From an optimization exercise on the open Yosys and OpenROAD flow, aimed at small area; shortcuts taken in it are not production practice.
Only simulation tests tie the RTL to the original design; equivalence was not proved.
No activity file was given, so power comes from the tool's default toggle rates.

==> design/flow/design.v <==
`timescale 1ns / 1ps
module Clock_Div(
    input clk_in,
    input [3:0] div,
    input rst,
    output reg clk_out,
    output reg rise,
    output reg fall
    );
 reg [2:0] count;
 reg clk_div2;
 reg clk_div4;
 reg clk_div8;
 reg clk_next;
 always@(posedge clk_in or posedge rst)
  begin
   if(rst)
    begin
     count<=3'b0;
    end
   else
    begin
     if(count==3'b111)
      begin
       count<=3'b0;
      end
     else
      begin
       count<=count+1'b1;
      end
    end
  end
 always@(posedge clk_in or posedge rst)
  begin
   if(rst)
    begin
     clk_div2<=1'b0;
     clk_div4<=1'b0;
     clk_div8<=1'b0;
    end
   else
    begin
     clk_div2<=count[0];
     clk_div4<=count[1];
     clk_div8<=count[2];
    end
  end
 always@(*)
  begin
   case(div)
    4'b0100: begin clk_out=clk_div4; clk_next=count[1]; end
    4'b1000: begin clk_out=clk_div8; clk_next=count[2]; end
    default: begin clk_out=clk_div2; clk_next=count[0]; end
   endcase
   if(rst)
    begin
     clk_out=1'b0;
     clk_next=1'b0;
    end
   rise=~clk_out&clk_next;
   fall=clk_out&~clk_next;
  end
endmodule
`timescale 1ns / 1ps
module SR_Control(
    input [170-1:0] din,
    input clk,
    input clk_div,
    input rise,
    input rst,
    input start,
    output reg din_sr,
    output reg load_sr,
    output clk_sr
    );
reg [4:0] current_state_out, next_state_out;
reg [7:0] count;
parameter s0=5'b00001;
parameter s1=5'b00010;
parameter s2=5'b00100;
parameter s3=5'b01000;
parameter s4=5'b10000;
assign clk_sr=~rst&&~clk_div||~rst&&clk_div&&load_sr;    
always@(posedge clk or posedge rst)
 begin
  if(rst)
   begin
   current_state_out<=s0;
   end
  else if(rise)
   begin
   current_state_out<=next_state_out;
   end
 end  
always@(current_state_out or rst or start or count)
 begin
  if(rst)
   begin
    next_state_out=s0;
   end
  else
   begin
    case(current_state_out)
     s0:
       begin
        if(start) begin next_state_out=s1; end
        else begin next_state_out=s0; end
       end
     s1: begin next_state_out=s2; end
     s2:
       begin
        if(count==170) 
         begin
         next_state_out=s3;
         end
        else
         begin
         next_state_out=s2;
         end
       end
     s3:
       begin
       next_state_out=s4;
       end
     s4:
       begin
       next_state_out=s0;
       end
     default: next_state_out=s0;
    endcase
   end
 end
always@(posedge clk or posedge rst)
begin
 if(rst)
  begin
  count<=8'b0;
  din_sr<=1'b0;
  load_sr<=1'b0;
  end
 else if(rise)
  begin
   case(next_state_out)
    s0:
      begin
      count<=8'b0;
      din_sr<=1'b0;
      load_sr<=1'b0;
      end
    s1:
      begin
      count<=8'b0;
      din_sr<=1'b0;
      load_sr<=1'b0;
      end
    s2:
      begin
       count<=count+1'b1;
       din_sr<=din[count];
       load_sr<=1'b0;
      end
    s3:
      begin
      count<=8'b0;
      din_sr<=1'b0;
      load_sr<=1'b1;
      end
    s4:
      begin
      count<=8'b0;
      din_sr<=1'b0;
      load_sr<=1'b0;
      end
    default:
      begin
      count<=8'b0;
      din_sr<=1'b0;
      load_sr<=1'b0;
      end
   endcase
  end
end
endmodule
`timescale 1ns / 1ps
module Recieve_Data(
    input dout_sr,
    input clk,
    input fall,
    input rst,
    input load_sr,
    output reg [170-1:0] dout
    );
reg [2:0] current_state_in, next_state_in;
reg [170-1:0] dout_tmp;
reg [7:0] cnt;    
parameter s0=3'b001;
parameter s1=3'b010;
parameter s2=3'b100;
always@(posedge clk or posedge rst)
begin
if(rst)
 begin
 current_state_in<=s0;
 end
else if(fall)
 begin
 current_state_in<=next_state_in;
 end
end
always@(current_state_in or rst or load_sr or cnt)
begin
if(rst)
 begin
 next_state_in=s0;
 end
else
 begin
  case(current_state_in)
    s0: next_state_in=(load_sr==1'b1)?s1:s0; 
    s1: next_state_in=s2;     
    s2: next_state_in=(cnt==170)?s0:s2;
    default: next_state_in=s0;
  endcase
 end
end
always@(posedge clk or posedge rst)
begin
 if(rst)
 begin
  cnt<=8'b0;
  dout_tmp<=170'b0;
 end
 else if(fall)
 begin
  case(next_state_in)
   s0:
     begin
     cnt<=8'b0;
     dout_tmp<=170'b0;
     end
   s1:
     begin
     cnt<=8'b0;
     dout_tmp<=170'b0;
     end
   s2:
     begin
     cnt<=cnt+1'b1;
     dout_tmp[cnt]<=dout_sr;
     end
   default:
     begin
     cnt<=8'b0;
     dout_tmp<=170'b0;
     end
   endcase
 end
end
always@(posedge clk or posedge rst)
begin
 if(rst)
  begin
   dout<=170'b0;
  end
 else if(fall)
  begin
   if(cnt==170)
    begin
     dout<=dout_tmp;
    end
   else
    begin
     dout<=dout;
    end
  end
end
endmodule
`timescale 1ns / 1ps
module Top_SR(
    input clk_in,
    input rst,
    input [3:0] div,
    input start,
    input [170-1:0] din,
    input dout_sr,
    output clk_sr,
    output din_sr,
    output load_sr,
    output [170-1:0] dout
    );
wire clk_div;
wire rise;
wire fall;
Clock_Div clock_div_0(
        .clk_in(clk_in),
        .div(div),
        .rst(rst),
        .clk_out(clk_div),
        .rise(rise),
        .fall(fall)
        );
SR_Control sr_control_0(
         .din(din),
         .clk(clk_in),
         .clk_div(clk_div),
         .rise(rise),
         .rst(rst),
         .start(start),
         .din_sr(din_sr),
         .load_sr(load_sr),
         .clk_sr(clk_sr)
        );
Recieve_Data recieve_data_0(
        .dout_sr(dout_sr),
        .clk(clk_in),
        .fall(fall),
        .rst(rst),
        .load_sr(load_sr),
        .dout(dout)
        );                         
endmodule
==> design/flow/run.sh <==
#!/bin/bash
# synth_recipe.tcl (not shown) runs the flow's synth.tcl, then flattens the netlist and writes it again
# the make line also repeats each setting of config.mk as NAME=value (left out here)
make -C /OpenROAD-flow-scripts/flow DESIGN_CONFIG=/design/flow/config.mk WORK_HOME=/design/flow/orfs CLKGATE_MAP_FILE= SYNTH_SCRIPT=/design/flow/synth_recipe.tcl finish
==> design/flow/config.mk <==
export PLATFORM = sky130hd
export DESIGN_NAME = Top_SR
export DESIGN_NICKNAME = Top_SR
export VERILOG_FILES = /design/flow/design.v
export SDC_FILE = /design/flow/constraint.sdc
export NUM_CORES = 4
export LEC_CHECK = 0
export CAP_MARGIN = 20
export CORE_MARGIN = 2
export CORE_UTILIZATION = 40
export SLEW_MARGIN = 20
==> design/flow/constraint.sdc <==
create_clock -name core_clock -period 5.0 [get_ports {clk_in}]
set_input_delay 1.0000 -clock core_clock [delete_from_list [all_inputs] [get_ports {clk_in}]]
set_output_delay 1.0000 -clock core_clock [all_outputs]
set_load 0.01 [all_outputs]
==> results of run 1 <==
area by class of cell:
| cell class | instances | area, µm² |
|---|---|---|
| multi-input cells | 1029 | 8300 |
| flip-flops and latches | 372 | 9320 |
| fillers | 3986 | 21800 |
| well taps | 600 | 751 |
| inverters | 17 | 67.6 |
| diodes | 1 | 2.50 |
| clock inverters | 15 | 163 |
| repair buffers | 388 | 3850 |
| clock buffers | 57 | 1170 |
where the power goes:
group	internal [µW]	leakage, µW	switching (µW)
Clock	1790	0.000654	1230
Sequential	3020	0.00518	7.82
Combinational	189	0.00396	141
critical path, cell delays in order:
cell and delay (ns):
clkdlybuf4s50_1 0.51, nor2b_1 0.19, o21ai_0 0.26, o221a_2 0.47, a21oi_1 0.12, clkdlybuf4s50_1 0.49
per-layer routing:
metal | vias to the layer above | part of all wire, %
met1 | 7337 | 45
met5 | - | 0
met4 | 0 | 2.6
met3 | 85 | 6.1
li1 | 6574 | -
met2 | 577 | 46
cells by family after synthesis:
family,share of synthesized area (%)
AO/OA/AOI/OAI,16.5
XOR/XNOR,0.286
adder cells (fa/ha/maj),0.477
buffers and inverters,4.54
flip-flops,50.7
multiplexers,16.4
AND/OR/NAND/NOR,11.1
stage by stage:
stage	hold slack (ns)	power [µW]	util, %	area, µm²
after floorplan	0.373	3230	-	18500
after global placement	0.396	3410	49.0	22200
after detailed placement	0.397	3410	49.0	22300
after CTS	0.409	6460	52.0	23600
after global routing	0.433	6620	52.0	23600
final	0.410	6370	52.0	23600
registers in the layout (all words and copies together) (netlist names), 3 cells and up:
signal and flops:
clock_div_0.count 3, recieve_data_0.cnt 8, recieve_data_0.current_state_in 3, recieve_data_0.dout 170, recieve_data_0.dout_tmp 170, sr_control_0.count 8, sr_control_0.current_state_out 5
worst paths after layout:
path,to,cells past startpoint,slack (ns),from
worst max-delay path,clk_sr,6,0.96,div[3]
worst min-delay path,clock_div_0.clk_div8,0,0.41,clock_div_0.count[2]
worst max register to register,recieve_data_0.dout_tmp[68],9,1.17,recieve_data_0.cnt[0]
worst min register to register,clock_div_0.clk_div8,0,0.41,clock_div_0.count[2]
max in group asynchronous,recieve_data_0.dout[132],3,2.63,rst
min in group asynchronous,sr_control_0.load_sr,2,0.99,rst
synthesized netlist by cell type, drive strengths merged (16+ instances only):
cell and count:
a22o 90, buf 84, clkbuf 75, dfrtp 370, mux2 171, mux4 43, nand2 52, nand3 18
nand4 26, nor2 65, nor3 64, nor4 79, o211ai 18, o21ai 186, o2bb2ai 30, o311ai 16
==> results.txt, run 1 <==
* Clock Latency Late Sink at 0.56 ns
* Crit-path max FO at 13
* HP Class: reg -> reg
* Fin. Hold Viols at 0
* Setup crit end kind: primary output
* # rows at 78
* Initial Utilization at 40.4%
* Total gr overflow at 0
* Crit path launch type: input pin
* Sink Count at 372
* Setup TNS at 0 ns
* CTS Hold Bufs at 0
* CTS tree: yes
* Met2 Use GR at 36.0%
* Die width at 218 µm
* Die H at 218 µm
* CTS clock-pin slew for the worst setup and hold paths at 0.05 ns
* Drt total wl at 55300 µm
* Vias in the first global route at 14.5k
* Pins Over Slew Limit at 0
* Wire length per cell at 22.3 µm
* Crit path arrival time at 3.04 ns
* Root buffer cell: clkbuf_16
* Num ports at 351
* Distinct cell type count after synthesis at 87
* Post-Layout Cell Count at 2479
* Final nets at 2035
* First-pass GRT wire length at 86400 µm
* Netlist Area Pre-Place at 18400 µm²
* WP data required at 4.00 ns
* Slew HR at 25.9%
* Pre-CTS WS at 0.899 ns
* Post-synth top area share at 50.4%
* Sequential area share after synthesis at 50.7%
* # placed instances at 2405
* Period utilisation layout at 80.7%
* Post_cts resized at 0
* # setup viols final at 0
* Commonest non-fill, non-tap cell in the layout: dfrtp_1
* CP Class: in -> out
* Number of port buffers at 350
* Met1 Use GR at 33.2%
* H-tree depth at 2
* Final ANT Viol Nets at 0
* 1st-pass router iterations at 5
* Post-synth ARST share at 100%
* DRC at 0
* RSZ-0062 raised after global routing: no
* FMAX at 248 MHz
* Slew @ Worst Pin at 1.11 ns
* Post-Synthesis Cells at 1577
* DR iter-0 viols at 1330
* Core area at 45400 µm²
* Vias per std cell at 5.88
* Dominant synthesized flop cell: dfrtp_1
* Post-CTS Setup Inserts at 0
* Final WS setup at 0.964 ns
* Num CTS Buffers at 42
* Final worst path period need at 4.04 ns
* Worst Skew at 0.0163 ns
* Post-synthesis register bit count at 372
* Gpl congestion at 0.853
* Top cells by area, synth: dfrtp_1 (50%), mux2_2 (10%), mux4_2 (5.3%)
* Status: no timing/DRC/antenna violations
* Power Dens Cells at 270 nW/µm²
* Syn_area_per_cell at 11.6 µm²
* HPWL Detailed at 36900 µm
* Max Cap Viol at 0
* Global Route Usage Sum at 23.1%
* Area growth syn-to-layout at 28.7%
* Antenna violations before repair at 1
* DIE AREA at 47600 µm²
* Peak VDD IR at 0.000204 V
* Commonest non-fill, non-tap cells in the layout: dfrtp_1 (367), clkdlybuf4s50_1 (350), mux2_2 (167), o21ai_0 (149), a22o_1 (90)
* Lkg Pwr at 0.00980 µW
* Max clock buf depth at 3
* Largest net degree at the start of global routing at 186
* Syn_nets at 1762
* Global route hottest layer: met2
* Post-synth EDFFs at 0
* Cell accounting for the most synthesized area: dfrtp_1
* Met3 Usage GRT at 3.35%
* DR vias at 14.6k
* Layout cells sized above 1 at 19.1%
* Synth warn at 3
==> inputs of run 2 (changes only) <==
==> design/flow/design.v (replaced) <==
`timescale 1ns / 1ps
module Clock_Div(
    input clk_in,
    input [3:0] div,
    input rst,
    output reg clk_out,
    output rise,
    output fall
    );
 reg [2:0] count;
 wire clk_next = (div == 4'b0100) ? count[1] :
                 (div == 4'b1000) ? count[2] : count[0];
 always @(posedge clk_in or posedge rst)
  if (rst) begin
   count   <= 3'b0;
   clk_out <= 1'b0;
  end else begin
   count   <= count + 1'b1;
   clk_out <= clk_next;
  end
 assign rise = ~clk_out & clk_next;
 assign fall = clk_out & ~clk_next;
endmodule
`timescale 1ns / 1ps
module SR_Control(
    input [170-1:0] din,
    input clk,
    input clk_div,
    input rise,
    input rst,
    input start,
    output reg din_sr,
    output load_sr,
    output clk_sr
    );
 reg [7:0] c;
 wire idle = (c == 8'd173);
 assign load_sr = (c == 8'd171);
 assign clk_sr = ~rst & (~clk_div | load_sr);
 always @(posedge clk or posedge rst)
  if (rst) begin
   c      <= 8'd173;
   din_sr <= 1'b0;
  end else if (rise) begin
   if (idle) begin
    if (start) c <= 8'd0;
   end else
    c <= c + 1'b1;
   din_sr <= (c < 170) ? din[c] : 1'b0;
  end
endmodule
`timescale 1ns / 1ps
module Recieve_Data(
    input dout_sr,
    input clk,
    input fall,
    input rst,
    input load_sr,
    output reg [170-1:0] dout
    );
 reg [170-1:0] dout_tmp;
 reg [7:0] r;
 wire idle = (r == 8'd171);
 always @(posedge clk or posedge rst)
  if (rst)
   r <= 8'd171;
  else if (fall) begin
   if (idle) begin
    if (load_sr) r <= 8'd0;
   end else
    r <= r + 1'b1;
  end
 always @(posedge clk)
  if (fall)
   dout_tmp <= {dout_sr, dout_tmp[170-1:1]};
 always @(posedge clk or posedge rst)
  if (rst)
   dout <= 170'b0;
  else if (fall && r == 8'd170)
   dout <= dout_tmp;
endmodule
`timescale 1ns / 1ps
module Top_SR(
    input clk_in,
    input rst,
    input [3:0] div,
    input start,
    input [170-1:0] din,
    input dout_sr,
    output clk_sr,
    output din_sr,
    output load_sr,
    output [170-1:0] dout
    );
wire clk_div;
wire rise;
wire fall;
Clock_Div clock_div_0(
        .clk_in(clk_in),
        .div(div),
        .rst(rst),
        .clk_out(clk_div),
        .rise(rise),
        .fall(fall)
        );
SR_Control sr_control_0(
         .din(din),
         .clk(clk_in),
         .clk_div(clk_div),
         .rise(rise),
         .rst(rst),
         .start(start),
         .din_sr(din_sr),
         .load_sr(load_sr),
         .clk_sr(clk_sr)
        );
Recieve_Data recieve_data_0(
        .dout_sr(dout_sr),
        .clk(clk_in),
        .fall(fall),
        .rst(rst),
        .load_sr(load_sr),
        .dout(dout)
        );                         
endmodule
==> results.txt, run 2 <==
* Sequential cell area at 9900 µm²
* Sink Count at 361
* Top cells by area, synth: edfxtp_1 (36%), dfrtp_1 (32%), mux2_1 (8.0%)
* Post-Layout Cell Count at 1611
* Peak VDD IR at 0.000282 V
* Synth warn at 3
* Post-synth top area share at 36.1%
* Hold_ws at 0.432 ns
* Sequential area share after synthesis at 69.9%
* WP data required at 4.00 ns
* Distinct cell type count after synthesis at 53
* Post-CTS Setup Inserts at 0
* Crit path buf inv count at 1
* Post-synthesis register bit count at 361
* Cell accounting for the most synthesized area: edfxtp_1
* Crit path launch type: register
* Syn_nets at 945
* Post-Synthesis Cells at 762
* Max clock buf depth at 3
* Total gr overflow at 0
* Wire length per cell at 19.6 µm
* Num ports at 351
* CTS tree: yes
* Top cells by count, synth: dfrtp_1 (181), edfxtp_1 (170), mux2_1 (100)
* Area growth syn-to-layout at 36.6%
* Lkg Pwr at 0.00752 µW
* CTS Hold Bufs at 0
* Final ANT Viol Nets at 0
* Global Route Usage Sum at 17.2%
* Worst Skew at 0.0114 ns
* Crit-path max FO at 25
* 1st-pass router iterations at 4
* Die H at 192 µm
* Cell family with most CP delay: flip-flops
* Slowest CP cell: dfstp_2
* Number of port buffers at 350
* # rows at 68
* Setup crit end kind: primary output
* Layout cells sized above 1 at 17.4%
* First-pass GRT wire length at 49000 µm
* Post-synth ARST share at 52.9%
* HP Class: reg -> reg
* Slew @ Worst Pin at 1.08 ns
* FMAX at 259 MHz
* Post_cts resized at 0
* Die width at 192 µm
* Commonest non-fill, non-tap cell in the layout: clkdlybuf4s50_1
* Inserted Diodes at 0
* Slew HR at 27.9%
* DRC at 0
* Most numerous cell in the Yosys netlist: dfrtp_1
* Vias per std cell at 4.98
* CP Class: reg -> out
* Num CTS Buffers at 38
* Clock Latency Late Sink at 0.52 ns
* RSZ-0062 raised after global routing: no
* Antenna violations before repair at 1
* Vias in the first global route at 8357
* HPWL Detailed at 21500 µm
* Status: no timing/DRC/antenna violations
* Pins Over Slew Limit at 0
* # placed instances at 1541
* Drt total wl at 31500 µm
* Core area at 34700 µm²
* Gpl congestion at 0.817
* H-tree depth at 2
* Netlist Area Pre-Place at 14200 µm²
* Worst path cell trace: ha_1, nand4b_1, a21oi_1, clkdlybuf4s50_1
* Fin. Hold Viols at 0
* Critical Path Max Stage Delay at 1.03 ns
* Initial Utilization at 40.8%
* Root buffer cell: clkbuf_16
* Setup TNS at 0 ns
* Dominant synthesized flop cell: dfrtp_1
* DR vias at 8025
* Power Dens Cells at 366 nW/µm²
* DR iter-0 viols at 449
* Final nets at 1309
* Final worst path period need at 3.86 ns
* Multi-input gate area at 3880 µm²
* CTS clock-pin slew for the worst setup and hold paths at 0.06 ns
* Post-synth EDFFs at 170
* FILL cells at 2854
* # setup viols final at 0
* Crit path arrival time at 2.86 ns
* Commonest non-fill, non-tap cells in the layout: clkdlybuf4s50_1 (350), dfrtp_1 (181), edfxtp_1 (170), mux2_1 (100), mux2_2 (75)
* DIE AREA at 36900 µm²
* Largest net degree at the start of global routing at 171
* Syn_area_per_cell at 18.6 µm²
* Period utilisation layout at 77.1%
* Regs by FF count: recieve_data_0.dout (170), recieve_data_0.dout_tmp (170)
* Max Cap Viol at 0
==> run 2: worst register-to-register path, delay by kind of cell, from the launching register on <==
family | cells | cell delay [ns]
compound gates | 3 | 0.35
flops | 1 | 1.03
simple gates | 1 | 0.09
buf+inv | 1 | 0.56
mux | 2 | 1.08
==> run 2: final timing paths <==
path | start | end | slack [ns] | cells past startpoint
worst min-delay path | recieve_data_0.dout_tmp[39] | recieve_data_0.dout_tmp[38] | 0.43 | 0
worst max-delay path | sr_control_0.c[0] | clk_sr | 1.14 | 4
worst max register to register | sr_control_0.c[0] | sr_control_0.din_sr | 1.77 | 7
min in group asynchronous | rst | sr_control_0.c[1] | 0.99 | 3
max in group asynchronous | rst | recieve_data_0.dout[144] | 3.42 | 3
worst min register to register | recieve_data_0.dout_tmp[39] | recieve_data_0.dout_tmp[38] | 0.43 | 0
==> run 2: logic make-up after synthesis <==
family | count (synthesis) | share of synthesized area (%)
buffers and inverters | 49 | 2.68
adders and majority gates | 5 | 0.442
AOI/OAI and AO/OA | 38 | 2.13
xor gates and xnor gates | 12 | 0.743
and+or+nand+nor | 66 | 2.67
DFF | 361 | 69.9
muxes | 231 | 21.4
==> run 2: cell type report <==
class	count	area share (%)
Tap cell	455	2.94
Inverter	11	0.259
Multi-Input combinational cell	352	20.1
Clock buffer	60	5.97
Timing Repair Buffer	362	19.0
Clock inverter	10	0.602
Sequential cell	361	51.2
==> run 2: where the power goes <==
part	internal, µW	total (µW)	leakage, µW	switching, µW
registers	3190	3360	0.00375	173
logic	537	905	0.00314	368
clock network	1700	2810	0.000627	1110
total	5430	7080	0.00752	1650
==> run 2: layer usage <==
metal	wire (µm)	global-route usage, %
met1	14400	24.4
met4	682	5.11
met3	2070	4.66
met2	14400	26.1
met5	13	0
==> run 2: stage by stage <==
stage	util (%)	total power (µW)	setup WS, ns	instance area (µm²)
finish	55.7	7080	1.14	19300
global route	55.7	7400	0.898	19300
CTS	55.7	7190	1.05	19300
detailed placement	52.1	4340	0.981	18100
global placement	52.1	4340	1.03	18100
floorplan	-	4010	0.0724	14200
==> inputs of run 3 (changes only) <==
--- a/design/flow/design.v
+++ b/design/flow/design.v
@@ -57,9 +57,12 @@
     input rst,
     input load_sr,
-    output reg [170-1:0] dout
+    output [170-1:0] dout
     );
- reg [170-1:0] dout_tmp;
+ reg [170-1:0] tmp_n;
+ reg [170-1:0] dout_n;
+ reg nvalid;
  reg [7:0] r;
  wire idle = (r == 8'd171);
+ wire done = fall && (r == 8'd170);
  always @(posedge clk or posedge rst)
   if (rst)
@@ -71,12 +74,16 @@
     r <= r + 1'b1;
   end
+ always @(posedge clk or posedge rst)
+  if (rst)
+   nvalid <= 1'b1;
+  else if (done)
+   nvalid <= 1'b0;
  always @(posedge clk)
   if (fall)
-   dout_tmp <= {dout_sr, dout_tmp[170-1:1]};
- always @(posedge clk or posedge rst)
-  if (rst)
-   dout <= 170'b0;
-  else if (fall && r == 8'd170)
-   dout <= dout_tmp;
+   tmp_n <= {~dout_sr, tmp_n[170-1:1]};
+ always @(posedge clk)
+  if (done)
+   dout_n <= tmp_n;
+ assign dout = ~(dout_n | {170{nvalid}});
 endmodule
 `timescale 1ns / 1ps
==> results.txt, run 3 <==
* Global Route Usage Sum at 17.9%
* Switching Fraction at 23.1%
* Vias in the first global route at 8358
* DRC at 0
* Inserted Diodes at 0
* Post-synth EDFFs at 340
* Commonest non-fill, non-tap cell in the layout: clkdlybuf4s50_1
* Fin. Hold Viols at 0
* Reg2Reg Capture Point: sr_control_0.din_sr
* Post-synth top area share at 74.7%
* Switch Pwr at 1670 µW
* Num CTS Buffers at 37
* Top cells by area, synth: edfxtp_1 (75%), nor2_1 (5.0%), mux4_2 (4.9%)
* 1st-pass router iterations at 6
* H-tree depth at 2
* Worst Skew at 0.0309 ns
* Period utilisation layout at 74.5%
* Critical Path Max Stage Delay at 1.14 ns
* # placed instances at 1548
* Total gr overflow at 0
* Post_cts resized at 0
* Drt total wl at 32200 µm
* # setup viols final at 0
* CTS Hold Bufs at 0
* Status: no timing/DRC/antenna violations
* Post-Layout Cell Count at 1612
* Die H at 189 µm
* Sequential area share after synthesis at 78.8%
* Cell family with most CP delay: flip-flops
* Number of port buffers at 350
* Critical Path Start: recieve_data_0.nvalid
* Placed Instance Area at 17700 µm²
* Worst R2R Start: sr_control_0.c[0]
* Antenna violations before repair at 0
* Root buffer cell: clkbuf_16
* Final ANT Viol Nets at 0
* Core area at 33600 µm²
* Pins Over Slew Limit at 0
* HP Start: recieve_data_0.tmp_n[73]
* Clock Latency Late Sink at 0.52 ns
* Commonest non-fill, non-tap cells in the layout: clkdlybuf4s50_1 (350), edfxtp_1 (340), nor2_1 (183), clkbuf_16 (38), mux4_2 (30)
* Distinct cell type count after synthesis at 59
* Stages on the worst setup path at 3
* Layout cells sized above 1 at 10.1%
* Worst Hold End: recieve_data_0.tmp_n[72]
* Dominant synthesized flop cell: edfxtp_1
* WP data required at 4.00 ns
* FILL cells at 2624
* FMAX at 268 MHz
* Max clock buf depth at 3
* DR vias at 7877
* Syn_area_per_cell at 17.7 µm²
* CP Class: reg -> out
* Combinational share of power at 14.4%
* Die width at 189 µm
* Post-synth ARST share at 6.08%
* Regs by FF count: recieve_data_0.dout_n (170), recieve_data_0.tmp_n (170)
* Core Util, Final at 56.1%
* Seq pwr share at 48.5%
* CTS tree: yes
* Peak VDD IR at 0.000303 V
* Max Cap Viol at 0
* Synth warn at 3
* Vias per std cell at 4.89
* Final instance area at 18900 µm²
* Int Pwr at 5550 µW
* Post-synthesis register bit count at 362
* Gpl congestion at 0.800
* DIE AREA at 35700 µm²
* Most numerous cell in the Yosys netlist: edfxtp_1
* Slew @ Worst Pin at 1.02 ns
* Power Dens Cells at 383 nW/µm²
* Crit path buf inv count at 2
* Num ports at 351
* Post-Synthesis Cells at 774
* Post-CTS Setup Inserts at 0
* Setup crit end kind: primary output
* DR iter-0 viols at 553
* Syn_nets at 957
* Crit path arrival time at 2.73 ns
* Slowest CP cell: dfstp_4
* Largest net degree at the start of global routing at 175
* Design Power at 7220 µW
* Setup slack, reg-to-reg at 2.20 ns
* Hold path cells at 0
* Sink Count at 362
* Final worst path period need at 3.73 ns
* Worst path cell trace: buf_4, nor2_1, clkdlybuf4s50_1
* Slew HR at 31.7%
* Crit path launch type: register
* Area growth syn-to-layout at 38.0%
* Lkg Pwr at 0.00582 µW
* Final nets at 1322
* HP Class: reg -> reg
* Clock Power Share at 37.1%
* Wire length per cell at 20.0 µm
* Cell accounting for the most synthesized area: edfxtp_1
* Crit-path max FO at 83
* Initial Utilization at 40.7%
* First-pass GRT wire length at 49000 µm
* HPWL Detailed at 21500 µm
* R2r worst-path depth at 7
* CTS clock-pin slew for the worst setup and hold paths at 0.06 ns
* RSZ-0062 raised after global routing: no
* # rows at 67
* Top cells by count, synth: edfxtp_1 (340), nor2_1 (183), mux4_2 (30)
* Netlist Area Pre-Place at 13700 µm²
## run 3: worst reg2reg max path: stages (launching register included)
cell	delay, ns
dfstp_2	0.53
buf_4	0.52
mux4_1	0.68
mux2_2	0.29
a221oi_1	0.34
a211oi_1	0.10
o21ai_1	0.13
o211ai_1	0.09
## run 3: metal layers
layer	up-vias	track usage, %	wire, µm	part of all wire, %
li1	3671	-	-	-
met1	3901	23.3	13700	43
met2	251	28.1	14800	46
met3	54	6.51	2920	9.1
met4	0	5.44	730	2.3
met5	-	0	0	0
## run 3: power by group through the flow
| stage | Combinational [µW] | Sequential, µW | Clock, µW |
|---|---|---|---|
| 4_1_cts | 1060 | 3500 | 2760 |
| 6_report | 1040 | 3500 | 2680 |
| 3_5_place_dp | 1050 | 3560 | 0 |
| 2_1_floorplan | 787 | 3500 | 0 |
| 5_1_grt | 1140 | 3520 | 2870 |
| 3_3_place_gp | 1050 | 3560 | 0 |
## run 3: through the flow
step	hold slack, ns	TNS, ns	setup WS [ns]
after floorplan	0.400	-226.83	-1.33
after global placement	0.408	0	1.17
after detailed placement	0.414	0	1.10
after CTS	0.428	0	1.19
after global routing	0.434	0	1.07
final	0.421	0	1.27
## run 3: how the worst max path moves through the flow
stage                                 endpoint  slack, ns
CTS                                  dout[160]       1.19
detailed placement  recieve_data_0.dout_n[169]       1.10
global placement      recieve_data_0.dout_n[6]       1.17
global route                          dout[10]       1.07
finish                               dout[160]       1.27
floorplan             recieve_data_0.dout_n[0]      -1.33
## run 3: logic make-up (layout without fill, tap and decap cells)
family          Yosys count  after routing  synth area share, %
buf+inv                  48            438                 1.77
simple gates            241            241                 7.63
flops                   362            362                 78.8
fa+ha+maj                 5              5                0.457
compound gates           45             45                 2.74
xor+xnor                 12             12                0.769
mux                      61             61                 7.86
## run 3: layout make-up
| cell class | count | area [µm²] | share of cell area [%] |
|---|---|---|---|
| flip-flops and latches | 362 | 10800 | 57.1 |
| repair buffers | 361 | 3620 | 19.2 |
| multi-input cells | 364 | 2670 | 14.2 |
| clock buffers | 45 | 987 | 5.23 |
| well taps | 448 | 561 | 2.97 |
| clock inverters | 19 | 195 | 1.03 |
| inverters | 13 | 52.6 | 0.278 |
==> inputs of run 4 (changes only) <==
==> design/flow/flow/run.sh (new file) <==
#!/bin/bash
cp standard.sh standard_sh_copy.txt
cat >> "$FLOW_CONFIG" <<'EOC'
export BUFFER_PORTS_ARGS = -buffer_cell sky130_fd_sc_hd__buf_1
export CTS_ARGS = -sink_clustering_enable -repair_clock_nets -dont_use_dummy_load
EOC
bash standard.sh > standard.log 2>&1
==> design/flow/standard.sh (new file) <==
#!/bin/bash
# synth_recipe.tcl (not shown) runs the flow's synth.tcl, then flattens the netlist and writes it again
# the make line also repeats each setting of config.mk as NAME=value (left out here)
make -C /OpenROAD-flow-scripts/flow DESIGN_CONFIG=/design/flow/config.mk WORK_HOME=/design/flow/orfs CLKGATE_MAP_FILE= SYNTH_SCRIPT=/design/flow/synth_recipe.tcl "${@:-finish}"
--- a/design/flow/config.mk
+++ b/design/flow/config.mk
@@ -10,2 +10,4 @@
 export CORE_UTILIZATION = 40
 export SLEW_MARGIN = 20
+export BUFFER_PORTS_ARGS = -buffer_cell sky130_fd_sc_hd__buf_1
+export CTS_ARGS = -sink_clustering_enable -repair_clock_nets -dont_use_dummy_load
removed: design/flow/run.sh
==> results.txt, run 4 <==
* DIE AREA at 35700 µm²
* Post-Layout Cell Count at 1586
* Cell accounting for the most synthesized area: edfxtp_1
* HP Start: recieve_data_0.tmp_n[81]
* Layout cells sized above 1 at 9.40%
* Slew HR at 27.4%
* FILL cells at 2911
* Inserted Diodes at 0
* Root buffer cell: clkbuf_16
* CTS Hold Bufs at 0
* 1st-pass router iterations at 4
* Antenna violations before repair at 0
* Max clock buf depth at 3
* Post-CTS Setup Inserts at 0
* Status: no timing/DRC/antenna violations
* Syn_nets at 957
* Fin. Hold Viols at 0
* Commonest non-fill, non-tap cell in the layout: buf_1
* Die H at 189 µm
* HP Class: reg -> reg
* Multi-input gate area at 2670 µm²
* Top cells by count, synth: edfxtp_1 (340), nor2_1 (183), mux4_2 (30)
* DRC at 0
* CP Class: reg -> out
* Worst R2R Start: sr_control_0.c[1]
* Num CTS Buffers at 39
* R2r worst-path depth at 8
* Final ANT Viol Nets at 0
* Most numerous cell in the Yosys netlist: edfxtp_1
* Num ports at 351
* DR iter-0 viols at 682
* Drt total wl at 29600 µm
* Worst Hold End: recieve_data_0.dout_n[81]
* Sequential cell area at 10800 µm²
* Vias per std cell at 5.00
* Xor and xnor area share after synthesis at 0.769%
* Synth Area in Simple Gates at 7.63%
* WP data required at 4.00 ns
* # placed instances at 1547
* Post-Synthesis Cells at 774
* Commonest non-fill, non-tap cells in the layout: buf_1 (350), edfxtp_1 (340), nor2_1 (183), clkbuf_16 (39), mux4_2 (30)
* Mux share of post-synthesis cell area at 7.86%
* Initial Utilization at 40.7%
* Synth warn at 3
* CTS clock-pin slew for the worst setup and hold paths at 0.05 ns
* Compound-Gate Fraction of Synth Area at 2.74%
* Final nets at 1323
* Reg2Reg Capture Point: sr_control_0.c[6]
* Worst path cell trace: buf_4, nor2_1, buf_1
* Main combinational cell family by area after synthesis: multiplexers
* Pins Over Slew Limit at 0
* Core Util, Final at 48.9%
* Period utilisation layout at 70.4%
* # setup viols final at 0
* Crit path arrival time at 2.52 ns
* Synth Area in Adders at 0.457%
* Global Route Usage Sum at 16.1%
* Lkg Pwr at 0.00482 µW
* Crit-path max FO at 103
* Regs by FF count: recieve_data_0.dout_n (170), recieve_data_0.tmp_n (170)
* HPWL Detailed at 19200 µm
* Peak VDD IR at 0.000248 V
* Critical Path Max Stage Delay at 1.23 ns
* Slew @ Worst Pin at 1.09 ns
* Wire length per cell at 18.7 µm
* Core area at 33600 µm²
* Sequential area share after synthesis at 78.8%
* Post-synth EDFFs at 340
* Setup crit end kind: primary output
* Setup TNS at 0 ns
* First-pass GRT wire length at 44700 µm
* Die width at 189 µm
* Sink Count at 362
* H-tree depth at 2
* Dominant synthesized flop cell: edfxtp_1
* Slowest CP cell: dfstp_4
* Syn_area_per_cell at 17.7 µm²
* RSZ-0062 raised after global routing: no
* FMAX at 284 MHz
* Distinct cell type count after synthesis at 59
* Post_cts resized at 0
* # rows at 67
* Final worst path period need at 3.52 ns
* DR vias at 7927
* Crit path launch type: register
* Post-synthesis register bit count at 362
* Post-synth ARST share at 6.08%
* CTS tree: yes
* Number of port buffers at 350
* Post-synth top area share at 74.7%
* Hold_ws at 0.413 ns
* Max Cap Viol at 0
* Hold path cells at 0
* Total gr overflow at 0
* Power Dens Cells at 414 nW/µm²
* Top cells by area, synth: edfxtp_1 (75%), nor2_1 (5.0%), mux4_2 (4.9%)
* Vias in the first global route at 7893
* Area growth syn-to-layout at 20.3%
* Clock Latency Late Sink at 0.52 ns
* Gpl congestion at 0.849
* Netlist Area Pre-Place at 13700 µm²
* Setup slack, reg-to-reg at 2.16 ns
* Worst Skew at 0.0656 ns
* Largest net degree at the start of global routing at 175
-- run 4: cell counts after synthesis --
Identical to the previous run, type by type.
-- run 4: critical path: cells and delay by family, from the launching register on --
kind	cells	cell delay, ns
flops	1	1.23
buf+inv	2	0.63
simple gates	1	0.10
-- run 4: layer usage --
| layer | global-route usage (%) | wire (µm) | vias up | share of wire, % |
|---|---|---|---|---|
| li1 | - | - | 3637 | - |
| met5 | 0 | 0 | - | 0 |
| met3 | 3.41 | 1970 | 50 | 6.7 |
| met2 | 24.9 | 13700 | 267 | 46 |
| met4 | 4.69 | 625 | 0 | 2.1 |
| met1 | 23.1 | 13300 | 3973 | 45 |
-- run 4: how the worst max path moves through the flow --
stage | to | start | slack [ns] | depth (start not counted)
final | dout[132] | recieve_data_0.nvalid | 1.48 | 3
after global routing | dout[131] | recieve_data_0.nvalid | 1.30 | 3
after CTS | dout[132] | recieve_data_0.nvalid | 1.45 | 3
after detailed placement | recieve_data_0.dout_n[169] | div[1] | 1.56 | 7
after global placement | recieve_data_0.dout_n[168] | div[1] | 1.62 | 7
after floorplan | recieve_data_0.dout_n[0] | div[1] | -1.33 | 5
-- run 4: kinds of logic (layout without fill, tap and decap cells) --
kind of cell    Yosys count  after routing
flops                   362            362
buf+inv                  48            412
compound gates           45             45
mux                      61             61
simple gates            241            241
fa+ha+maj                 5              5
xor+xnor                 12             12
-- run 4: stage by stage --
stage | setup WS [ns] | power [µW] | instance area, µm²
detailed placement | 1.56 | 4490 | 15500
finish | 1.48 | 6800 | 16500
global route | 1.30 | 7090 | 16500
CTS | 1.45 | 6890 | 16500
global placement | 1.62 | 4480 | 15500
floorplan | -1.33 | 4290 | 13700
-- run 4: final cells by class --
| type | count | area share, % |
|---|---|---|
| Clock buffer | 39 | 5.93 |
| Inverter | 13 | 0.319 |
| Multi-Input combinational cell | 364 | 16.2 |
| Sequential cell | 362 | 65.5 |
| Tap cell | 448 | 3.41 |
| Timing Repair Buffer | 360 | 8.59 |
-- run 4: power breakdown --
part	switching, µW	leakage [µW]	internal [µW]
registers	209	0.00249	3390
logic	369	0.00185	461
clock network	1010	0.000481	1370
==> inputs of run 5 (changes only) <==
==> design/flow/flow/run.sh (replaced) <==
#!/bin/bash
cat >> "$FLOW_CONFIG" <<'EOC'
export BUFFER_PORTS_ARGS = -buffer_cell sky130_fd_sc_hd__buf_1
export CTS_ARGS = -sink_clustering_enable -repair_clock_nets -dont_use_dummy_load -buf_list {sky130_fd_sc_hd__clkbuf_4 sky130_fd_sc_hd__clkbuf_8} -sink_clustering_size 20
EOC
bash standard.sh > standard.log 2>&1
--- a/design/flow/config.mk
+++ b/design/flow/config.mk
@@ -11,3 +11,3 @@
 export SLEW_MARGIN = 20
 export BUFFER_PORTS_ARGS = -buffer_cell sky130_fd_sc_hd__buf_1
-export CTS_ARGS = -sink_clustering_enable -repair_clock_nets -dont_use_dummy_load
+export CTS_ARGS = -sink_clustering_enable -repair_clock_nets -dont_use_dummy_load -buf_list {sky130_fd_sc_hd__clkbuf_4 sky130_fd_sc_hd__clkbuf_8} -sink_clustering_size 20
==> results.txt, run 5 <==
* Max clock buf depth at 3
* DRC at 0
* Clock Latency Late Sink at 0.57 ns
* Critical Path Max Stage Delay at 1.23 ns
* First-pass GRT wire length at 44600 µm
* Post-synth ARST share at 6.08%
* Design Power at 6350 µW
* DR iter-0 viols at 597
* Post-synth EDFFs at 340
* Num ports at 351
* Cell accounting for the most synthesized area: edfxtp_1
* CTS tree: yes
* Vias per std cell at 4.96
* Post-synth top area share at 74.7%
* # setup viols final at 0
* Antenna violations before repair at 0
* Hold_ws at 0.424 ns
* Pins Over Slew Limit at 0
* Met2 Use GR at 24.8%
* Synth Area in Simple Gates at 7.63%
* HP Class: reg -> reg
* Top cells by area, synth: edfxtp_1 (75%), nor2_1 (5.0%), mux4_2 (4.9%)
* Core area at 33600 µm²
* Slowest CP cell: dfstp_4
* Peak VDD IR at 0.000226 V
* Setup crit end kind: primary output
* Die H at 189 µm
* Top cells by count, synth: edfxtp_1 (340), nor2_1 (183), mux4_2 (30)
* Vias in the first global route at 7956
* CTS clock-pin slew for the worst setup and hold paths at 0.05 ns
* RSZ-0062 raised after global routing: no
* Lkg Pwr at 0.00474 µW
* Crit path buf inv count at 2
* Synth Area in Adders at 0.457%
* Worst Skew at 0.0580 ns
* Netlist Area Pre-Place at 13700 µm²
* Dominant synthesized flop cell: edfxtp_1
* Root buffer cell: clkbuf_8
* Wire length per cell at 18.5 µm
* Syn_area_per_cell at 17.7 µm²
* CTS Hold Bufs at 0
* DR vias at 7945
* Main combinational cell family by area after synthesis: multiplexers
* Total gr overflow at 0
* Met3 Usage GRT at 3.56%
* Number of port buffers at 350
* Crit path launch type: register
* # rows at 67
* Post-synthesis register bit count at 362
* Gpl congestion at 0.849
* Status: no timing/DRC/antenna violations
* Met1 Use GR at 22.9%
* Fin. Hold Viols at 0
* Global Route Usage Sum at 16.0%
* CP Class: reg -> out
* Initial Utilization at 40.7%
* Regs by FF count: recieve_data_0.dout_n (170), recieve_data_0.tmp_n (170)
* Commonest non-fill, non-tap cell in the layout: buf_1
* DIE AREA at 35700 µm²
* Mux share of post-synthesis cell area at 7.86%
* Sequential area share after synthesis at 78.8%
* Slew @ Worst Pin at 1.12 ns
* Final nets at 1339
* Period utilisation layout at 71.1%
* Post-CTS Setup Inserts at 0
* Final worst path period need at 3.56 ns
* Area growth syn-to-layout at 18.7%
* Distinct cell type count after synthesis at 59
* 1st-pass router iterations at 4
* Crit-path max FO at 103
* Global route hottest layer: met2
* H-tree depth at 2
* Post-Synthesis Cells at 774
* Synth warn at 3
* Slew HR at 25.5%
* Xor and xnor area share after synthesis at 0.769%
* WP data required at 4.00 ns
* Layout cells sized above 1 at 10.7%
* Crit path arrival time at 2.56 ns
* Most numerous cell in the Yosys netlist: edfxtp_1
* Core Util, Final at 48.3%
* Largest net degree at the start of global routing at 175
* Inserted Diodes at 0
* HPWL Detailed at 19200 µm
* Final ANT Viol Nets at 0
* Sink Count at 362
* Die width at 189 µm
* Setup TNS at 0 ns
* Max Cap Viol at 0
* FMAX at 281 MHz
* Num CTS Buffers at 55
* Drt total wl at 29600 µm
* Post_cts resized at 0
* Cell family with most CP delay: flip-flops
* Syn_nets at 957
* Worst path cell trace: buf_4, nor2_1, buf_1
* Commonest non-fill, non-tap cells in the layout: buf_1 (350), edfxtp_1 (340), nor2_1 (183), clkbuf_8 (55), mux4_2 (30)
* Power Dens Cells at 391 nW/µm²
* Compound-Gate Fraction of Synth Area at 2.74%
## run 5: cell counts after synthesis
No cell type changed its count.
## run 5: logic make-up (layout without fill, tap and decap cells)
group	after synthesis	in the layout
adder cells (fa/ha/maj)	5	5
AND/OR/NAND/NOR	241	241
multiplexers	61	61
buffers and inverters	48	428
XOR/XNOR	12	12
AO/OA/AOI/OAI	45	45
flip-flops	362	362
## run 5: worst register-to-register path, stage by stage (launching register included)
cell      delay (ns)
dfstp_2         0.53
buf_4           0.51
mux4_1          0.75
mux4_2          0.50
nand2_1         0.09
nand4_1         0.08
o21ai_1         0.17
o211ai_1        0.10
## run 5: layout make-up
type	count	area (µm²)
clock buffers	55	757
fillers	2965	17400
inverters	13	52.6
multi-input cells	364	2670
flip-flops and latches	362	10800
well taps	448	561
repair buffers	360	1410
## run 5: routing by layer
metal / vias up / wire (µm)
met3: 45 / 1990
li1: 3660 / -
met4: 0 / 543
met5: - / 0
met2: 280 / 13800
met1: 3960 / 13300
## run 5: final timing paths
path | slack, ns | from | depth (start not counted) | end
max in group asynchronous | 3.77 | rst | 2 | sr_control_0.c[1]
worst max-delay path | 1.44 | recieve_data_0.nvalid | 3 | dout[117]
min in group asynchronous | 0.65 | rst | 2 | clock_div_0.count[0]
worst min-delay path | 0.42 | recieve_data_0.tmp_n[81] | 0 | recieve_data_0.tmp_n[80]
worst min register to register | 0.42 | recieve_data_0.tmp_n[81] | 0 | recieve_data_0.tmp_n[80]
worst max register to register | 2.15 | sr_control_0.c[0] | 7 | sr_control_0.din_sr
## run 5: per-stage QoR
step	setup slack (ns)	cell area, µm²	std cells
finish	1.44	16200	1602
global route	1.25	16200	1602
CTS	1.41	16200	1602
detailed placement	1.56	15500	1547
global placement	1.62	15500	1547
floorplan	-1.33	13700	774
## run 5: report_power, final
part	internal (µW)	switching (µW)
registers	3390	210
clock network	966	957
logic	462	370
==> inputs of run 6 (changes only) <==
==> design/flow/flow/run.sh (replaced) <==
#!/bin/bash
cat >> "$FLOW_CONFIG" <<'EOC'
export BUFFER_PORTS_ARGS = -buffer_cell sky130_fd_sc_hd__buf_1
export CTS_ARGS = -sink_clustering_enable -repair_clock_nets -dont_use_dummy_load -buf_list sky130_fd_sc_hd__clkbuf_16 -sink_clustering_size 25 -sink_clustering_max_diameter 60
EOC
bash standard.sh > standard.log 2>&1
--- a/design/flow/config.mk
+++ b/design/flow/config.mk
@@ -11,3 +11,3 @@
 export SLEW_MARGIN = 20
 export BUFFER_PORTS_ARGS = -buffer_cell sky130_fd_sc_hd__buf_1
-export CTS_ARGS = -sink_clustering_enable -repair_clock_nets -dont_use_dummy_load -buf_list {sky130_fd_sc_hd__clkbuf_4 sky130_fd_sc_hd__clkbuf_8} -sink_clustering_size 20
+export CTS_ARGS = -sink_clustering_enable -repair_clock_nets -dont_use_dummy_load -buf_list sky130_fd_sc_hd__clkbuf_16 -sink_clustering_size 25 -sink_clustering_max_diameter 60
==> results.txt, run 6 <==
* Core Util, Final at 48.1%
* Worst path cell trace: buf_4, nor2_1, buf_1
* Total gr overflow at 0
* Period utilisation layout at 71.5%
* Commonest non-fill, non-tap cell in the layout: buf_1
* Final WS setup at 1.42 ns
* DR vias at 7822
* Area growth syn-to-layout at 18.1%
* Die H at 189 µm
* Post-synth EDFFs at 340
* CTS Hold Bufs at 0
* Gpl congestion at 0.849
* Final instance area at 16200 µm²
* Placed Instance Area at 15500 µm²
* Post-Synthesis Cells at 774
* HPWL Detailed at 19200 µm
* Critical Path Max Stage Delay at 1.23 ns
* Largest net degree at the start of global routing at 175
* DRC at 0
* Final nets at 1311
* Max clock buf depth at 3
* Post-synth top area share at 74.7%
* Global Route Usage Sum at 15.8%
* Setup crit end kind: primary output
* Status: no timing/DRC/antenna violations
* Pins Over Slew Limit at 0
* Num ports at 351
* Distinct cell type count after synthesis at 59
* HP Class: reg -> reg
* Post_cts resized at 0
* First-pass GRT wire length at 43900 µm
* Slowest CP cell: dfstp_4
* Post-synthesis register bit count at 362
* Syn_nets at 957
* Sequential area share after synthesis at 78.8%
* Power Dens Cells at 389 nW/µm²
* Post-synth ARST share at 6.08%
* Core area at 33600 µm²
* # rows at 67
* Max Cap Viol at 0
* Top cells by count, synth: edfxtp_1 (340), nor2_1 (183), mux4_2 (30)
* Dominant synthesized flop cell: edfxtp_1
* Layout cells sized above 1 at 8.44%
* Cell family with most CP delay: flip-flops
* Syn_area_per_cell at 17.7 µm²
* Num CTS Buffers at 27
* Fin. Hold Viols at 0
* CTS tree: yes
* Lkg Pwr at 0.00468 µW
* Crit path launch type: register
* Vias per std cell at 4.97
* # setup viols final at 0
* Synth warn at 3
* Die width at 189 µm
* Final worst path period need at 3.58 ns
* Peak VDD IR at 0.000277 V
* Inserted Diodes at 0
* RSZ-0062 raised after global routing: no
* Slew HR at 28.1%
* Post-Layout Cell Count at 1574
* Clock Latency Late Sink at 0.55 ns
* Netlist Area Pre-Place at 13700 µm²
* Crit-path max FO at 103
* Worst Skew at 0.0673 ns
* 1st-pass router iterations at 4
* Most numerous cell in the Yosys netlist: edfxtp_1
* DR iter-0 viols at 692
* Wire length per cell at 18.5 µm
* # placed instances at 1547
* Pre-CTS WS at 1.56 ns
* Drt total wl at 29200 µm
* Final ANT Viol Nets at 0
* Slew @ Worst Pin at 1.08 ns
* Antenna violations before repair at 0
* Number of port buffers at 350
* Post-CTS Setup Inserts at 0
* Sink Count at 362
* Regs by FF count: recieve_data_0.dout_n (170), recieve_data_0.tmp_n (170)
* CP Class: reg -> out
* WP data required at 4.00 ns
* CTS clock-pin slew for the worst setup and hold paths at 0.05 ns
* H-tree depth at 1
* FMAX at 280 MHz
* Root buffer cell: clkbuf_16
* Design Power at 6280 µW
* Initial Utilization at 40.7%
* DIE AREA at 35700 µm²
* Cell accounting for the most synthesized area: edfxtp_1
* Vias in the first global route at 7738
* Commonest non-fill, non-tap cells in the layout: buf_1 (350), edfxtp_1 (340), nor2_1 (183), mux4_2 (30), clkbuf_16 (27)
* Crit path buf inv count at 2
* Top cells by area, synth: edfxtp_1 (75%), nor2_1 (5.0%), mux4_2 (4.9%)
* Crit path arrival time at 2.58 ns
==> run 6: final cells by class <==
cell class | instances | area, µm²
flip-flops and latches | 362 | 10800
repair buffers | 360 | 1410
multi-input cells | 364 | 2670
inverters | 13 | 52.6
fillers | 2947 | 17500
clock buffers | 27 | 676
well taps | 448 | 561
==> run 6: final timing paths <==
kind                            slack [ns]                   endpoint                      from  cells after the start
max in group asynchronous             3.74          sr_control_0.c[1]                       rst                      2
worst min-delay path                  0.42  recieve_data_0.dout_n[83]  recieve_data_0.tmp_n[83]                      0
worst max-delay path                  1.42                  dout[132]     recieve_data_0.nvalid                      3
worst min register to register        0.42  recieve_data_0.dout_n[83]  recieve_data_0.tmp_n[83]                      0
min in group asynchronous             0.63       clock_div_0.count[2]                       rst                      2
worst max register to register        2.15          sr_control_0.c[6]         sr_control_0.c[1]                      8
==> run 6: report_power, final <==
| group | internal [µW] | switching, µW |
|---|---|---|
| sequential | 3380 | 211 |
| clock | 948 | 908 |
| combinational | 462 | 369 |
| total | 4790 | 1490 |
==> run 6: cell families after synthesis <==
logic type               synth area share (%)
buffers and inverters                    1.77
XOR/XNOR                                0.769
multiplexers                             7.86
AND/OR/NAND/NOR                          7.63
AO/OA/AOI/OAI                            2.74
flip-flops                               78.8
adder cells (fa/ha/maj)                 0.457
==> run 6: stage by stage <==
| stage | hold WS, ns | TNS (ns) |
|---|---|---|
| after floorplan | 0.400 | -226.83 |
| after global placement | 0.405 | 0 |
| after detailed placement | 0.419 | 0 |
| after CTS | 0.418 | 0 |
| after global routing | 0.433 | 0 |
| final | 0.419 | 0 |
==> run 6: layer usage <==
| metal | up-vias | global-route usage, % | part of all wire [%] |
|---|---|---|---|
| met5 | - | 0 | 0 |
| met4 | 0 | 3.67 | 1.8 |
| met3 | 42 | 2.69 | 6.2 |
| met2 | 246 | 24.7 | 46 |
| met1 | 3920 | 23.1 | 46 |
| li1 | 3614 | - | - |
==> inputs of run 7 (changes only) <==
==> design/flow/flow/run.sh (replaced) <==
#!/bin/bash
cat >> "$FLOW_CONFIG" <<'EOC'
export BUFFER_PORTS_ARGS = -buffer_cell sky130_fd_sc_hd__buf_1
export CTS_ARGS = -sink_clustering_enable -repair_clock_nets -dont_use_dummy_load -buf_list sky130_fd_sc_hd__clkbuf_8 -sink_clustering_size 12 -sink_clustering_max_diameter 50
EOC
bash standard.sh > standard.log 2>&1
--- a/design/flow/config.mk
+++ b/design/flow/config.mk
@@ -11,3 +11,3 @@
 export SLEW_MARGIN = 20
 export BUFFER_PORTS_ARGS = -buffer_cell sky130_fd_sc_hd__buf_1
-export CTS_ARGS = -sink_clustering_enable -repair_clock_nets -dont_use_dummy_load -buf_list sky130_fd_sc_hd__clkbuf_16 -sink_clustering_size 25 -sink_clustering_max_diameter 60
+export CTS_ARGS = -sink_clustering_enable -repair_clock_nets -dont_use_dummy_load -buf_list sky130_fd_sc_hd__clkbuf_8 -sink_clustering_size 12 -sink_clustering_max_diameter 50
==> results.txt, run 7 <==
* Number of port buffers at 350
* Post-CTS Setup Inserts at 0
* Crit path arrival time at 2.56 ns
* Fin. Hold Viols at 0
* FMAX at 281 MHz
* DR vias at 7910
* CTS clock-pin slew for the worst setup and hold paths at 0.08 ns
* Die width at 189 µm
* Clock Latency Late Sink at 0.54 ns
* CTS tree: yes
* Post-synth EDFFs at 340
* Post-Synthesis Cells at 774
* Cell accounting for the most synthesized area: edfxtp_1
* HPWL Detailed at 19200 µm
* Power Dens Cells at 377 nW/µm²
* First-pass GRT wire length at 44100 µm
* Largest net degree at the start of global routing at 175
* Gpl congestion at 0.849
* Max clock buf depth at 3
* Crit path launch type: register
* Inserted Diodes at 0
* Post-synth top area share at 74.7%
* Sequential area share after synthesis at 78.8%
* Setup crit end kind: primary output
* # rows at 67
* Synth warn at 3
* Pre-CTS WS at 1.56 ns
* DR iter-0 viols at 645
* Commonest non-fill, non-tap cell in the layout: buf_1
* Hold_ws at 0.410 ns
* Final WS setup at 1.44 ns
* Drt total wl at 29300 µm
* Design Power at 6040 µW
* Syn_nets at 957
* RSZ-0062 raised after global routing: no
* Die H at 189 µm
* Top cells by count, synth: edfxtp_1 (340), nor2_1 (183), mux4_2 (30)
* FILL cells at 2977
* CTS Hold Bufs at 0
* Slew HR at 26.5%
* Initial Utilization at 40.7%
* Total gr overflow at 0
* HP Class: reg -> reg
* Num ports at 351
* Period utilisation layout at 71.2%
* Wire length per cell at 18.5 µm
* WP data required at 4.00 ns
* Top cells by area, synth: edfxtp_1 (75%), nor2_1 (5.0%), mux4_2 (4.9%)
* Setup slack, reg-to-reg at 2.15 ns
* Max Cap Viol at 0
* CP Class: reg -> out
* Core area at 33600 µm²
* Post-synthesis register bit count at 362
* Worst Skew at 0.0547 ns
* Post_cts resized at 0
* Peak VDD IR at 0.000205 V
* Lkg Pwr at 0.00463 µW
* DRC at 0
* Global Route Usage Sum at 15.9%
* Sequential cell area at 10800 µm²
* Root buffer cell: clkbuf_8
* Final nets at 1324
* DIE AREA at 35700 µm²
* Dominant synthesized flop cell: edfxtp_1
* Multi-input gate area at 2670 µm²
* Crit-path max FO at 103
* Final worst path period need at 3.56 ns
* Vias in the first global route at 7836
* Vias per std cell at 4.98
* Most numerous cell in the Yosys netlist: edfxtp_1
* Antenna violations before repair at 0
* Regs by FF count: recieve_data_0.dout_n (170), recieve_data_0.tmp_n (170)
* Post-synth ARST share at 6.08%
* 1st-pass router iterations at 5
* Sink Count at 362
* Layout cells sized above 1 at 9.48%
* Final ANT Viol Nets at 0
* Status: no timing/DRC/antenna violations
* # setup viols final at 0
* Num CTS Buffers at 40
* Slew @ Worst Pin at 1.10 ns
* Syn_area_per_cell at 17.7 µm²
* Area growth syn-to-layout at 17.2%
* Commonest non-fill, non-tap cells in the layout: buf_1 (350), edfxtp_1 (340), nor2_1 (183), clkbuf_8 (40), mux4_2 (30)
* Netlist Area Pre-Place at 13700 µm²
* Pins Over Slew Limit at 0
* H-tree depth at 2
* Setup TNS at 0 ns
* Distinct cell type count after synthesis at 59
-- run 7: cell counts after synthesis --
Identical to the previous run, type by type.
-- run 7: power by group --
| part | leakage [µW] | total [µW] | switching, µW | internal [µW] |
|---|---|---|---|---|
| Combinational | 0.00185 | 831 | 369 | 462 |
| Clock | 0.000288 | 1610 | 901 | 712 |
| Sequential | 0.00249 | 3590 | 211 | 3380 |
| Total | 0.00463 | 6040 | 1480 | 4550 |
-- run 7: path summary, 6_finish.rpt --
check / start / end / cells past startpoint
min: recieve_data_0.tmp_n[101] / recieve_data_0.tmp_n[100] / 0
max: recieve_data_0.nvalid / dout[132] / 3
max reg2reg: sr_control_0.c[1] / sr_control_0.c[6] / 8
min in group asynchronous: rst / clock_div_0.count[2] / 2
min reg2reg: recieve_data_0.tmp_n[101] / recieve_data_0.tmp_n[100] / 0
max in group asynchronous: rst / sr_control_0.c[1] / 2
-- run 7: critical path, cell delays in order, from the launching register on --
cell,delay [ns]
dfstp_4,1.24
buf_4,0.47
nor2_1,0.10
buf_1,0.14
-- run 7: layout make-up --
cell class / instances / area share [%]
Clock buffer: 40 / 3.43
Tap cell: 448 / 3.50
Multi-Input combinational cell: 364 / 16.7
Sequential cell: 362 / 67.2
Inverter: 13 / 0.328
Timing Repair Buffer: 360 / 8.82
-- run 7: through the flow --
step           std cells  instance area (µm²)  util (%)
6_report            1587                16000      47.7
5_1_grt             1587                16000      47.7
4_1_cts             1587                16000      47.7
3_5_place_dp        1547                15500      46.0
3_3_place_gp        1547                15500      46.0
2_1_floorplan        774                13700         -
-- run 7: kinds of logic after synthesis --
logic type	share of synthesized area, %
AOI/OAI and AO/OA	2.74
buffers and inverters	1.77
DFF	78.8
xor gates and xnor gates	0.769
muxes	7.86
and+or+nand+nor	7.63
adders and majority gates	0.457
-- run 7: layer usage --
layer	vias to the layer above	routed length [µm]	global-route usage (%)
met5	-	0	0
met4	0	591	4.48
met1	3919	13200	22.9
li1	3631	-	-
met3	59	2050	3.35
met2	301	13500	24.7
==> inputs of run 8 (changes only) <==
--- a/design/flow/design.v
+++ b/design/flow/design.v
@@ -35,17 +35,24 @@
     );
  reg [7:0] c;
- wire idle = (c == 8'd173);
- assign load_sr = (c == 8'd171);
+ wire idle = ~c[7] & ~c[6];
+ wire [255:0] tbl = {3'b0, din, 83'b0};
+ wire [3:0] sel = 4'b1 << c[1:0];
+ wire [63:0] grp;
+ genvar g;
+ generate for (g = 0; g < 64; g = g + 1) begin : G
+  assign grp[g] = |(tbl[4*g +: 4] & sel);
+ end endgenerate
+ assign load_sr = (c == 8'd254);
  assign clk_sr = ~rst & (~clk_div | load_sr);
  always @(posedge clk or posedge rst)
   if (rst) begin
-   c      <= 8'd173;
+   c      <= 8'd0;
    din_sr <= 1'b0;
   end else if (rise) begin
    if (idle) begin
-    if (start) c <= 8'd0;
+    if (start) c <= 8'd83;
    end else
     c <= c + 1'b1;
-   din_sr <= (c < 170) ? din[c] : 1'b0;
+   din_sr <= grp[c[7:2]];
   end
 endmodule
@@ -63,12 +70,12 @@
  reg nvalid;
  reg [7:0] r;
- wire idle = (r == 8'd171);
- wire done = fall && (r == 8'd170);
+ wire idle = ~r[7] & ~r[6];
+ wire done = fall & (&r);
  always @(posedge clk or posedge rst)
   if (rst)
-   r <= 8'd171;
+   r <= 8'd0;
   else if (fall) begin
    if (idle) begin
-    if (load_sr) r <= 8'd0;
+    if (load_sr) r <= 8'd85;
    end else
     r <= r + 1'b1;
==> results.txt, run 8 <==
* Total gr overflow at 0
* Dominant synthesized flop cell: edfxtp_1
* Top cells by count, synth: edfxtp_1 (340), nor2_1 (184), a22oi_1 (75)
* Clock Latency Late Sink at 0.55 ns
* Worst R2R Start: sr_control_0.c[0]
* Slew @ Worst Pin at 0.990 ns
* Max clock buf depth at 3
* Met1 Use GR at 20.6%
* Antenna violations before repair at 0
* Pins Over Slew Limit at 0
* Die H at 186 µm
* Met3 Usage GRT at 3.13%
* Crit path launch type: register
* Switching Fraction at 27.5%
* Switch Pwr at 1670 µW
* Gpl congestion at 0.768
* DIE AREA at 34700 µm²
* HPWL Detailed at 21100 µm
* CTS clock-pin slew for the worst setup and hold paths at 0.07 ns
* R2r worst-path depth at 8
* Regs by FF count: recieve_data_0.dout_n (170), recieve_data_0.tmp_n (170)
* Lkg Pwr at 0.00448 µW
* DR iter-0 viols at 618
* Post-synth top area share at 76.9%
* Worst Skew at 0.0726 ns
* Global Route Usage Sum at 16.7%
* Crit path arrival time at 2.49 ns
* Synth warn at 3
* Worst Hold End: recieve_data_0.tmp_n[20]
* HP Class: reg -> reg
* WP data required at 4.00 ns
* Worst path cell trace: buf_4, nor2_1, buf_1
* CTS tree: yes
* Status: no timing/DRC/antenna violations
* DR vias at 8434
* Number of port buffers at 350
* Post-synth EDFFs at 340
* CTS Hold Bufs at 0
* Drt total wl at 31200 µm
* Fin. Hold Viols at 0
* Top cells by area, synth: edfxtp_1 (77%), nor2_1 (5.2%), a22oi_1 (4.2%)
* Placed Instance Area at 15100 µm²
* Met2 Use GR at 28.0%
* Wire length per cell at 19.0 µm
* Sink Count at 362
* Combinational share of power at 17.5%
* Core Util, Final at 47.9%
* Largest net degree at the start of global routing at 103
* Layout cells sized above 1 at 5.50%
* Final ANT Viol Nets at 0
* Hold path cells at 0
* Vias per std cell at 5.14
* Post-Synthesis Cells at 846
* Critical Path Max Stage Delay at 1.27 ns
* Slew HR at 34.0%
* Power Dens Cells at 388 nW/µm²
* First-pass GRT wire length at 42900 µm
* Clock Power Share at 25.7%
* Commonest non-fill, non-tap cells in the layout: buf_1 (350), edfxtp_1 (340), nor2_1 (184), a22oi_1 (75), nand3_1 (42)
* Inserted Diodes at 0
* DRC at 0
* Crit path buf inv count at 2
* Most numerous cell in the Yosys netlist: edfxtp_1
* Setup slack, reg-to-reg at 2.23 ns
* Sequential area share after synthesis at 81.1%
* Root buffer cell: clkbuf_8
* 1st-pass router iterations at 7
* Final instance area at 15600 µm²
* FMAX at 287 MHz
* Max Cap Viol at 0
* Initial Utilization at 40.7%
* Vias in the first global route at 7868
* Post_cts resized at 0
* Syn_nets at 1030
* Core area at 32600 µm²
* Commonest non-fill, non-tap cell in the layout: buf_1
* Int Pwr at 4400 µW
* Area growth syn-to-layout at 17.7%
* Global route hottest layer: met2
* Slowest CP cell: dfstp_4
* RSZ-0062 raised after global routing: no
* Final nets at 1385
* Post-synthesis register bit count at 362
* H-tree depth at 2
* CP Class: reg -> out
* Num ports at 351
* # setup viols final at 0
* Cell accounting for the most synthesized area: edfxtp_1
* Num CTS Buffers at 38
* Post-synth ARST share at 6.08%
* Peak VDD IR at 0.000218 V
* Final worst path period need at 3.49 ns
* Netlist Area Pre-Place at 13300 µm²
* Die width at 186 µm
* # rows at 66
* Distinct cell type count after synthesis at 45
* Setup TNS at 0 ns
* Syn_area_per_cell at 15.7 µm²
* Cell family with most CP delay: flip-flops
* Period utilisation layout at 69.8%
* Crit-path max FO at 102
* Hold_ws at 0.387 ns
* HP Start: recieve_data_0.tmp_n[21]
* Setup crit end kind: primary output
* Reg2Reg Capture Point: sr_control_0.din_sr
* Post-CTS Setup Inserts at 0
* Seq pwr share at 56.7%
[run 8: cell types whose count changed after synthesis, moves of 7 or more]
cell	change
mux4_2	-30
nand3_1	+35
dfstp_2	-10
clkbuf_1	+26
mux2i_1	-20
nand2_1	+15
buf_4	-7
nand4_1	+10
a22oi_1	+73
dfrtp_1	+10
[run 8: worst max-delay path by stage]
stage / start / end / cells past startpoint / slack (ns)
after floorplan: div[1] / recieve_data_0.dout_n[0] / 5 / -1.29
after global placement: div[1] / recieve_data_0.tmp_n[53] / 7 / 1.63
after detailed placement: div[1] / recieve_data_0.tmp_n[53] / 7 / 1.59
after CTS: recieve_data_0.nvalid / dout[13] / 3 / 1.43
after global routing: recieve_data_0.nvalid / dout[147] / 3 / 1.32
final: recieve_data_0.nvalid / dout[13] / 3 / 1.51
[run 8: cells by family after synthesis]
kind of cell	Yosys count	share of synthesized area, %
mux	1	0.0848
xor+xnor	7	0.462
flops	362	81.1
compound gates	118	6.49
simple gates	292	9.61
buf+inv	60	1.72
fa+ha+maj	6	0.566
[run 8: per-layer routing]
metal / vias up / routed length (µm)
met5: - / 0
met4: 0 / 1530
met3: 77 / 2390
met2: 414 / 14800
met1: 4070 / 12400
li1: 3873 / -
[run 8: metrics by stage]
step / total power (µW) / worst slack [ns] / instances
after detailed placement: 4560 / 1.59 / 1603
after floorplan: 4210 / -1.29 / 846
after global placement: 4550 / 1.63 / 1603
after global routing: 6350 / 1.32 / 1641
after CTS: 6140 / 1.43 / 1641
final: 6070 / 1.51 / 1641
[run 8: layout make-up]
cell class / instances / area [µm²]
inverters: 11 / 46.3
clock buffers: 38 / 523
flip-flops and latches: 362 / 10800
fillers: 2896 / 17000
multi-input cells: 424 / 2300
well taps: 442 / 553
repair buffers: 364 / 1430
[run 8: power groups by stage]
| stage | sequential, µW | clock, µW | combinational, µW |
|---|---|---|---|
| floorplan | 3440 | 0 | 768 |
| global placement | 3500 | 0 | 1050 |
| detailed placement | 3500 | 0 | 1060 |
| CTS | 3440 | 1640 | 1070 |
| global route | 3450 | 1750 | 1150 |
| finish | 3440 | 1560 | 1060 |

[port drivers added, routing unchanged]
The flow's constraints put no driver on any port. The routed layouts listed below were extracted and timed again, unchanged, in two steps. Step 1: set_driving_cell puts a clkbuf_16 on clk_in and a buf_2 on each other input, an assumption about the parent block. Step 2 adds t to the input delays and takes it off the output delays; t is the mean of the earliest and latest rising clock arrival at the registers after step 1. Input paths then give back, and output paths get back, about the clock's delay inside the block. Slacks: no drivers / after step 1 / after step 2; pairs: no drivers / after step 1.
run	shift t [ns]	setup slack, ns	hold WS [ns]
run 1	0.597	0.964 / 0.943 / 0.943	0.410 / 0.410 / 0.410
run 2	0.570	1.144 / 1.095 / 1.040	0.432 / 0.432 / 0.432
run 3	0.553	1.274 / 1.224 / 1.135	0.421 / 0.421 / 0.421
run 4	0.537	1.482 / 1.432 / 1.599	0.413 / 0.413 / 0.413
run 5	0.578	1.444 / 1.400 / 1.592	0.424 / 0.424 / 0.424
run 6	0.566	1.424 / 1.375 / 1.595	0.419 / 0.419 / 0.419
run 7	0.566	1.440 / 1.391 / 1.593	0.410 / 0.410 / 0.410
run 8	0.559	1.512 / 1.468 / 1.572	0.387 / 0.387 / 0.387
After both steps setup and hold are still met in every run listed. For run 3, which loses most, drivers alone change the setup slack by -0.050 ns; drivers and shift together by -0.139 ns.
